This is an optimization exercise on Yosys and OpenROAD, whose aim is small area and a short achievable clock period, not a production implementation.
At most, simulation tests tie the RTL to the original design; equivalence was not proved.

// lab4_2
module lab4_2( 
              input wire      mode,
              input wire[2:0] opCode,
              input wire[3:0] value,
              input clk,
              input reset,
              output reg[9:0] result,
              output reg cacheFull,
              output reg invalidOp,
              output reg overflow);
Settings: LEC_CHECK=0, CAP_MARGIN=20, CORE_MARGIN=2, CORE_UTILIZATION=40, CTS_CLUSTER_DIAMETER=100, CTS_CLUSTER_SIZE=24, SLEW_MARGIN=20; clock period 12.5 ns.
run.sh (not shown) runs the stock make flow with config.mk's settings and CLKGATE_MAP_FILE= SYNTH_SCRIPT=/design/flow/synth_recipe.tcl, a recipe that flattens the netlist after the stock synthesis.
Rerun with:
==> flow/flow/run.sh (new file) <==
#!/bin/bash
# Standard layout with two changes to how it is made:
#  - timing repair is asked for more setup margin than the clock period
#    needs, so it keeps shortening the worst paths;
#  - the port buffers are buf_4 cells (every port still gets its buffer).
set -euo pipefail
bash standard.sh SETUP_SLACK_MARGIN=9 \
  "BUFFER_PORTS_ARGS=-buffer_cell sky130_fd_sc_hd__buf_4" finish > standard.log 2>&1
==> flow/standard.sh (new file) <==
#!/bin/bash
# synth_recipe.tcl (not shown) runs the flow's synth.tcl, then flattens the netlist and writes it again
# the make line also repeats each setting of config.mk as NAME=value (left out here)
make -C /OpenROAD-flow-scripts/flow DESIGN_CONFIG=/design/flow/config.mk WORK_HOME=/design/flow/orfs CLKGATE_MAP_FILE= SYNTH_SCRIPT=/design/flow/synth_recipe.tcl "${@:-finish}"
removed: flow/run.sh
After rerunning: Cell area came out higher by 9.6%; global-route usage came out higher by 2.0 points; die area does not change; synthesized area stays the same; routed wire length came out higher by 15%.
Rerun with:
==> flow/run.sh (new file) <==
#!/bin/bash
# synth_recipe.tcl (not shown) runs the flow's synth.tcl, then flattens the netlist and writes it again
# the make line also repeats each setting of config.mk as NAME=value (left out here)
make -C /OpenROAD-flow-scripts/flow DESIGN_CONFIG=/design/flow/config.mk WORK_HOME=/design/flow/orfs CLKGATE_MAP_FILE= SYNTH_SCRIPT=/design/flow/synth_recipe.tcl finish
--- a/flow/config.mk
+++ b/flow/config.mk
@@ -10,3 +10,3 @@
-export CORE_UTILIZATION = 40
-export CTS_CLUSTER_DIAMETER = 100
-export CTS_CLUSTER_SIZE = 24
+export CORE_UTILIZATION = 60
+export CTS_BUF_LIST = sky130_fd_sc_hd__clkbuf_8
+export CTS_CLUSTER_SIZE = 40
removed: flow/flow/run.sh
removed: flow/standard.sh
Wire length shrinks by 11%.
Design area decreases by 7.2%.
Synthesized area is unchanged.
Final cell count is lower by 12%.
Sequential share of layout area grows by 3.7 points.
Fmax went down by 12%.
Setup slack gets worse by 600 ps.
Utilization rises by 20 points.
No functional check of the RTL was part of any run of this note.

lab4_2, a different RTL version from the one above (not shown whole).
For scale: about 280 flip-flops, roughly 23 I/O pins.
Settings: LEC_CHECK=0, CAP_MARGIN=20, CORE_MARGIN=2, CORE_UTILIZATION=40, CTS_CLUSTER_DIAMETER=100, CTS_CLUSTER_SIZE=24, SLEW_MARGIN=20; clock period 12.5 ns.
standard.sh (not shown) runs the stock make flow with config.mk's settings and CLKGATE_MAP_FILE= SYNTH_SCRIPT=/design/flow/synth_recipe.tcl, a recipe that flattens the netlist after the stock synthesis.
==> flow/flow/run.sh <==
#!/bin/bash
# Standard layout with two changes to how it is made:
#  - timing repair is asked for more setup margin than the clock period
#    needs, so it keeps shortening the worst paths;
#  - the port buffers are buf_4 cells (every port still gets its buffer).
set -euo pipefail
bash standard.sh SETUP_SLACK_MARGIN=9.5 \
  "BUFFER_PORTS_ARGS=-buffer_cell sky130_fd_sc_hd__buf_4" finish > standard.log 2>&1
Next try:
--- a/flow/flow/run.sh
+++ b/flow/flow/run.sh
@@ -6,3 +6,3 @@
 set -euo pipefail
-bash standard.sh SETUP_SLACK_MARGIN=9.5 \
+bash standard.sh SETUP_SLACK_MARGIN=9 \
   "BUFFER_PORTS_ARGS=-buffer_cell sky130_fd_sc_hd__buf_4" finish > standard.log 2>&1
TNS_END_PERCENT = 20   (was unset)
What happened: The changed run completed with no timing, DRC or antenna violations. Routed wire length goes down by 7.9%. Final area falls by 6.7%. Setup slack degrades by 0.080 ns. Register-to-register slack loses 0.02 ns. Utilization went down by 3.2 points. Critical path depth went down by 11. Global-route usage falls by 1.2 points. Synthesized area does not change. Sequential cell count stays the same. Synthesized cell count is unchanged.
Next try:
==> flow/flow/run.sh (replaced) <==
#!/bin/bash
# Standard layout with these changes to how it is made:
#  - timing repair is asked for more setup margin than the clock period
#    needs, so it keeps shortening the worst paths;
#  - CTS as the standard flow runs it, without dummy loads;
#  - the port buffers are buf_4 cells (every port still gets its buffer).
set -euo pipefail
bash standard.sh SETUP_SLACK_MARGIN=9 \
  "CTS_ARGS=-sink_clustering_enable -repair_clock_nets -sink_clustering_size 24 -sink_clustering_max_diameter 100 -dont_use_dummy_load" \
  "BUFFER_PORTS_ARGS=-buffer_cell sky130_fd_sc_hd__buf_4" finish > standard.log 2>&1
TNS_END_PERCENT = unset   (was 20)
Clock-buffer cell count fell by 4; routed wire length climbs slightly; fmax rises slightly; critical path depth does not change; setup slack is better by 0.017 ns; via count shrinks slightly; register-to-register slack gains 0.07 ns.
Next try:
==> flow/flow/run.sh (replaced) <==
#!/bin/bash
# Standard layout with two changes to how it is made:
#  - timing repair is asked for more setup margin than the clock period
#    needs, so it keeps shortening the worst paths;
#  - the port buffers are buf_4 cells (every port still gets its buffer).
set -euo pipefail
bash standard.sh SETUP_SLACK_MARGIN=9 \
  "BUFFER_PORTS_ARGS=-buffer_cell sky130_fd_sc_hd__buf_4" finish > standard.log 2>&1
PLACE_DENSITY = 0.8   (was unset)
What happened: Die area is unchanged. Clock-buffer cell count went up by 7. First-iteration DRC count goes up by 42%.

Setup of v6:
The RTL this note starts from:
==> flow/design.v <==
`timescale 1ns / 1ps
module lab4_2( 
              input wire      mode,
              input wire[2:0] opCode,
              input wire[3:0] value,
              input clk,
              input reset,
              output reg[9:0] result,
              output reg cacheFull,
              output reg invalidOp,
              output reg overflow);
	reg [223:0] cache;
	reg [5:0]   counter;
	reg [5:0]   PN;           
	reg [3:0]   begin_PC;
	reg [9:0]   p1;           
	reg [11:0]  B3;           
	reg [6:0]   IR;           
	reg         last;         
	integer i;
	always @(posedge clk) begin
		for (i = 0; i < 32; i = i + 1)
			if (!counter[5] && counter[4:0] == i)
				cache[i*7 +: 7] <= {opCode, value};
	end
	wire [9:0] p0 = result;
	wire [2:0] op = IR[6:4];
	wire [3:0] v  = IR[3:0];
	wire is1 = op[0] & ~op[2];
	wire is2 = op[1] & ~op[2];
	wire ar  = ~op[2];
	wire [4:0] s1, s2, s3;
	genvar k;
	generate
		for (k = 0; k < 5; k = k + 1) begin : dig
			wire a1 = p0[2*k+1], a0 = p0[2*k];
			if (k == 0) begin : d0
				assign s1[k] = (is2 & ~a1 & a0) | is1;
			end else begin : dk
				assign s1[k] = is2 & ~a1 & a0;
			end
			assign s2[k] = is2 & a1 & ~a0;
			assign s3[k] = is2 & a1 & a0;
		end
	endgenerate
	wire [10:0] B2 = {p1, 1'b0};
	wire [9:0] r0 = ({10{s1[0]}} & p1)      | ({10{s2[0]}} & B2[9:0]) | ({10{s3[0]}} & B3[9:0]);
	wire [7:0] r1 = ({8{s1[1]}}  & p1[7:0]) | ({8{s2[1]}}  & B2[7:0]) | ({8{s3[1]}}  & B3[7:0]);
	wire [5:0] r2 = ({6{s1[2]}}  & p1[5:0]) | ({6{s2[2]}}  & B2[5:0]) | ({6{s3[2]}}  & B3[5:0]);
	wire [3:0] r3 = ({4{s1[3]}}  & p1[3:0]) | ({4{s2[3]}}  & B2[3:0]) | ({4{s3[3]}}  & B3[3:0]);
	wire [1:0] r4 = ({2{s1[4]}}  & p1[1:0]) | ({2{s2[4]}}  & B2[1:0]) | ({2{s3[4]}}  & B3[1:0]);
	wire [9:0] q  = p0 & {10{~op[1]}};
	wire t0;
	wire t1;
	wire t2;
	wire t3;
	wire t4;
	wire t5;
	wire t6;
	wire t7;
	wire t8;
	wire t9;
	wire t10;
	wire t11;
	wire t12;
	wire t13;
	wire t14;
	wire t15;
	wire t16;
	wire t17;
	wire t18;
	wire t19;
	wire t20;
	wire t21;
	wire t22;
	wire t23;
	wire t24;
	wire t25;
	wire t26;
	wire t27;
	wire t28;
	wire t29;
	wire t30;
	wire t31;
	wire t32;
	wire t33;
	wire t34;
	wire t35;
	wire t36;
	wire t37;
	wire t38;
	wire t39;
	wire t40;
	wire t41;
	wire t42;
	wire t43;
	wire t44;
	wire t45;
	wire t46;
	wire t47;
	assign t0 = q[6] ^ r0[6];
	assign t1 = q[6] & r0[6];
	assign t2 = q[7] ^ r0[7] ^ r1[5];
	assign t3 = (q[7] & r0[7]) | (q[7] & r1[5]) | (r0[7] & r1[5]);
	assign t4 = q[8] ^ r0[8] ^ r1[6];
	assign t5 = (q[8] & r0[8]) | (q[8] & r1[6]) | (r0[8] & r1[6]);
	assign t6 = r2[4] ^ r3[2];
	assign t7 = r2[4] & r3[2];
	assign t8 = q[9] ^ r0[9] ^ r1[7];
	assign t9 = (q[9] & r0[9]) | (q[9] & r1[7]) | (r0[9] & r1[7]);
	assign t10 = r2[5] ^ r3[3] ^ r4[1];
	assign t11 = (r2[5] & r3[3]) | (r2[5] & r4[1]) | (r3[3] & r4[1]);
	assign t12 = v[2] ^ q[2];
	assign t13 = v[2] & q[2];
	assign t14 = v[3] ^ q[3] ^ r0[3];
	assign t15 = (v[3] & q[3]) | (v[3] & r0[3]) | (q[3] & r0[3]);
	assign t16 = q[4] ^ r0[4] ^ r1[2];
	assign t17 = (q[4] & r0[4]) | (q[4] & r1[2]) | (r0[4] & r1[2]);
	assign t18 = q[5] ^ r0[5] ^ r1[3];
	assign t19 = (q[5] & r0[5]) | (q[5] & r1[3]) | (r0[5] & r1[3]);
	assign t20 = r1[4] ^ r2[2] ^ r3[0];
	assign t21 = (r1[4] & r2[2]) | (r1[4] & r3[0]) | (r2[2] & r3[0]);
	assign t22 = r2[3] ^ r3[1] ^ t2;
	assign t23 = (r2[3] & r3[1]) | (r2[3] & t2) | (r3[1] & t2);
	assign t24 = r4[0] ^ t4 ^ t6;
	assign t25 = (r4[0] & t4) | (r4[0] & t6) | (t4 & t6);
	assign t26 = t8 ^ t10 ^ t5;
	assign t27 = (t8 & t10) | (t8 & t5) | (t10 & t5);
	assign t28 = v[0] ^ q[0];
	assign t29 = v[0] & q[0];
	assign t30 = v[1] ^ q[1] ^ r0[1];
	assign t31 = (v[1] & q[1]) | (v[1] & r0[1]) | (q[1] & r0[1]);
	assign t32 = r0[2] ^ r1[0] ^ t12;
	assign t33 = (r0[2] & r1[0]) | (r0[2] & t12) | (r1[0] & t12);
	assign t34 = r1[1] ^ t14 ^ t13;
	assign t35 = (r1[1] & t14) | (r1[1] & t13) | (t14 & t13);
	assign t36 = r2[0] ^ t16 ^ t15;
	assign t37 = (r2[0] & t16) | (r2[0] & t15) | (t16 & t15);
	assign t38 = r2[1] ^ t18 ^ t17;
	assign t39 = (r2[1] & t18) | (r2[1] & t17) | (t18 & t17);
	assign t40 = t0 ^ t20 ^ t19;
	assign t41 = (t0 & t20) | (t0 & t19) | (t20 & t19);
	assign t42 = t1 ^ t22 ^ t21;
	assign t43 = (t1 & t22) | (t1 & t21) | (t22 & t21);
	assign t44 = t3 ^ t24 ^ t23;
	assign t45 = (t3 & t24) | (t3 & t23) | (t24 & t23);
	assign t46 = t7 ^ t26 ^ t25;
	assign t47 = (t7 & t26) | (t7 & t25) | (t26 & t25);
	wire [9:0]  ra = {t46, t44, t42, t40, t38, t36, t34, t32, t30, r0[0]};
	wire [9:0]  rb = {t45, t43, t41, t39, t37, t35, t33, t31, t29, t28};
	wire [10:0] S  = ra + rb;
	wire big = (s1[1] & (|p1[9:8])) | (s2[1] & (|p1[9:7])) | (s3[1] & (|B3[11:8])) |
	           (s1[2] & (|p1[9:6])) | (s2[2] & (|p1[9:5])) | (s3[2] & (|B3[11:6])) |
	           (s1[3] & (|p1[9:4])) | (s2[3] & (|p1[9:3])) | (s3[3] & (|B3[11:4])) |
	           (s1[4] & (|p1[9:2])) | (s2[4] & (|p1[9:1])) | (s3[4] & (|B3[11:2])) |
	           (s2[0] & p1[9]) | (s3[0] & (|B3[11:10]));
	wire ovf_ar = S[10] | t9 | t11 | t27 | t47 | big;
	reg [3:0] pop;
	always @* begin
		pop = 0;
		for (i = 0; i < 10; i = i + 1) pop = pop + p0[i];
	end
	wire [9:0] rev = {p0[0], p0[1], p0[2], p0[3], p0[4], p0[5], p0[6], p0[7], p0[8], p0[9]};
	reg [9:0] n;
	reg       ovf;
	always @* begin
		if (ar) begin
			n = S[9:0]; ovf = ovf_ar;
		end else begin
			ovf = 1'b0;
			case (op[1:0])
				2'd0:    n = {6'd0, pop};
				2'd1:    n = rev;
				default: n = p0;
			endcase
		end
	end
	wire       is6    = op[2] & op[1];
	wire [3:0] nbegin = is6 ? v : begin_PC;
	wire [4:0] npc    = last ? {1'b0, nbegin} : PN[4:0];
	wire [5:0] npn    = npc + 1'b1;
	wire       nvalid = ~last | ({2'b0, nbegin} < counter);
	wire [6:0] nent   = cache[npc*7 +: 7];
	wire [5:0] cnt1   = counter + 1'b1;
	always @(posedge clk or posedge reset) begin
		if (reset) begin
			result    <= 0;
			cacheFull <= 0;
			invalidOp <= 0;
			overflow  <= 0;
			counter   <= 0;
			PN        <= 6'd1;
			begin_PC  <= 0;
			p1        <= 0;
			B3        <= 0;
			IR        <= 0;
			last      <= 1'b1;
		end else if (mode) begin
			result   <= n;
			overflow <= ovf;
			p1       <= p0;
			B3       <= {2'b0, p0} + {1'b0, p0, 1'b0};
			begin_PC <= nbegin;
			PN       <= npn;
			IR       <= nvalid ? nent : 7'd0;
			last     <= npn >= counter;
		end else begin
			if (!counter[5] && PN == cnt1)
				IR <= (opCode[1:0] == 2'b11) ? 7'd0 : {opCode, value};
			if (opCode[1:0] == 2'b11) begin
				invalidOp <= 1'b1;
			end else begin
				invalidOp <= 1'b0;
				if (counter[5]) cacheFull <= 1'b1;
				else begin
					counter <= cnt1;
					last    <= PN > counter;
				end
			end
		end
	end
endmodule
==> flow/config.mk <==
export PLATFORM = sky130hd
export DESIGN_NAME = lab4_2
export DESIGN_NICKNAME = lab4_2
export VERILOG_FILES = /design/flow/design.v
export SDC_FILE = /design/flow/constraint.sdc
export NUM_CORES = 4
export LEC_CHECK = 0
export CAP_MARGIN = 20
export CORE_MARGIN = 2
export CORE_UTILIZATION = 40
export CTS_CLUSTER_DIAMETER = 100
export CTS_CLUSTER_SIZE = 24
export SLEW_MARGIN = 20
==> flow/constraint.sdc <==
create_clock -name core_clock -period 12.5 [get_ports {clk}]
set_input_delay 2.5000 -clock core_clock [delete_from_list [all_inputs] [get_ports {clk}]]
set_output_delay 2.5000 -clock core_clock [all_outputs]
set_load 0.01 [all_outputs]
==> flow/flow/run.sh <==
#!/bin/bash
# Standard layout with two changes to how it is made:
#  - timing repair is asked for more setup margin than the clock period
#    needs, so it keeps shortening the worst paths;
#  - the port buffers are buf_4 cells (every port still gets its buffer).
set -euo pipefail
bash standard.sh SETUP_SLACK_MARGIN=8.8 \
  "BUFFER_PORTS_ARGS=-buffer_cell sky130_fd_sc_hd__buf_4" finish > standard.log 2>&1
Per the final summary, v6 finished and its layout is clean on timing, DRC and antenna.
The inputs of v7 differ from those of v6 as listed below.
- changing CORE_UTILIZATION from 40 to 60
-- flow/flow/run.sh --
<<< v6, line 7
bash standard.sh SETUP_SLACK_MARGIN=8.8 \
>>> v7, line 7
bash standard.sh SETUP_SLACK_MARGIN=9 \
Findings:
v7 vs v6, critical path depth went down by 12.
Cell count: v7 lower than v6
result[7] as the critical path launch point was reported by v7, and IR[5] by v6.
Going from v6 to v7, placement-stage worst setup slack now larger, share of the yosys chip area belonging to registers roughly the same, initial core utilization shows an increase of 21 points.
Relative area change from synthesis to final layout is higher on v6

## re-timing with driven ports
The flow's constraints put no driver on any port. The routed layouts listed below were extracted and timed again, unchanged, in two steps.
Step 1: set_driving_cell puts a clkbuf_16 on clk and a buf_2 on each other input, an assumption about the parent block.
Step 2, shift: input delay + t, output delay - t, t = (earliest + latest rising clock arrival at the registers) / 2. This alone moves slack from input paths to output paths.
a / b / c = no drivers / after step 1 / after step 2; a / b = the first two.
run | t (ns) | setup slack, ns | hold slack, ns
the first run of note 1 | 0.549 | 7.593 / 7.593 / 7.593 | 0.465 / 0.465 / 0.465
the second run of note 1 | 0.542 | 8.195 / 8.195 / 8.195 | 0.498 / 0.498 / 0.498
the third run of note 1 | 0.587 | 7.594 / 7.594 / 7.594 | 0.463 / 0.463 / 0.463
the first run of note 2 | 0.573 | 8.720 / 8.707 / 8.720 | 0.519 / 0.519 / 0.519
the second run of note 2 | 0.554 | 8.640 / 8.592 / 8.480 | 0.478 / 0.478 / 0.478
the third run of note 2 | 0.530 | 8.657 / 8.608 / 8.491 | 0.510 / 0.510 / 0.510
the fourth run of note 2 | 0.560 | 8.566 / 8.566 / 8.475 | 0.501 / 0.501 / 0.501
v6 | 0.561 | 8.633 / 8.599 / 8.286 | 0.468 / 0.468 / 0.468
v7 | 0.547 | 8.717 / 8.666 / 8.432 | 0.508 / 0.508 / 0.508
After both steps setup and hold are still met in every run listed. The setup slack of v6, which loses most, moves by -0.034 ns with the drivers and by -0.347 ns with both steps.
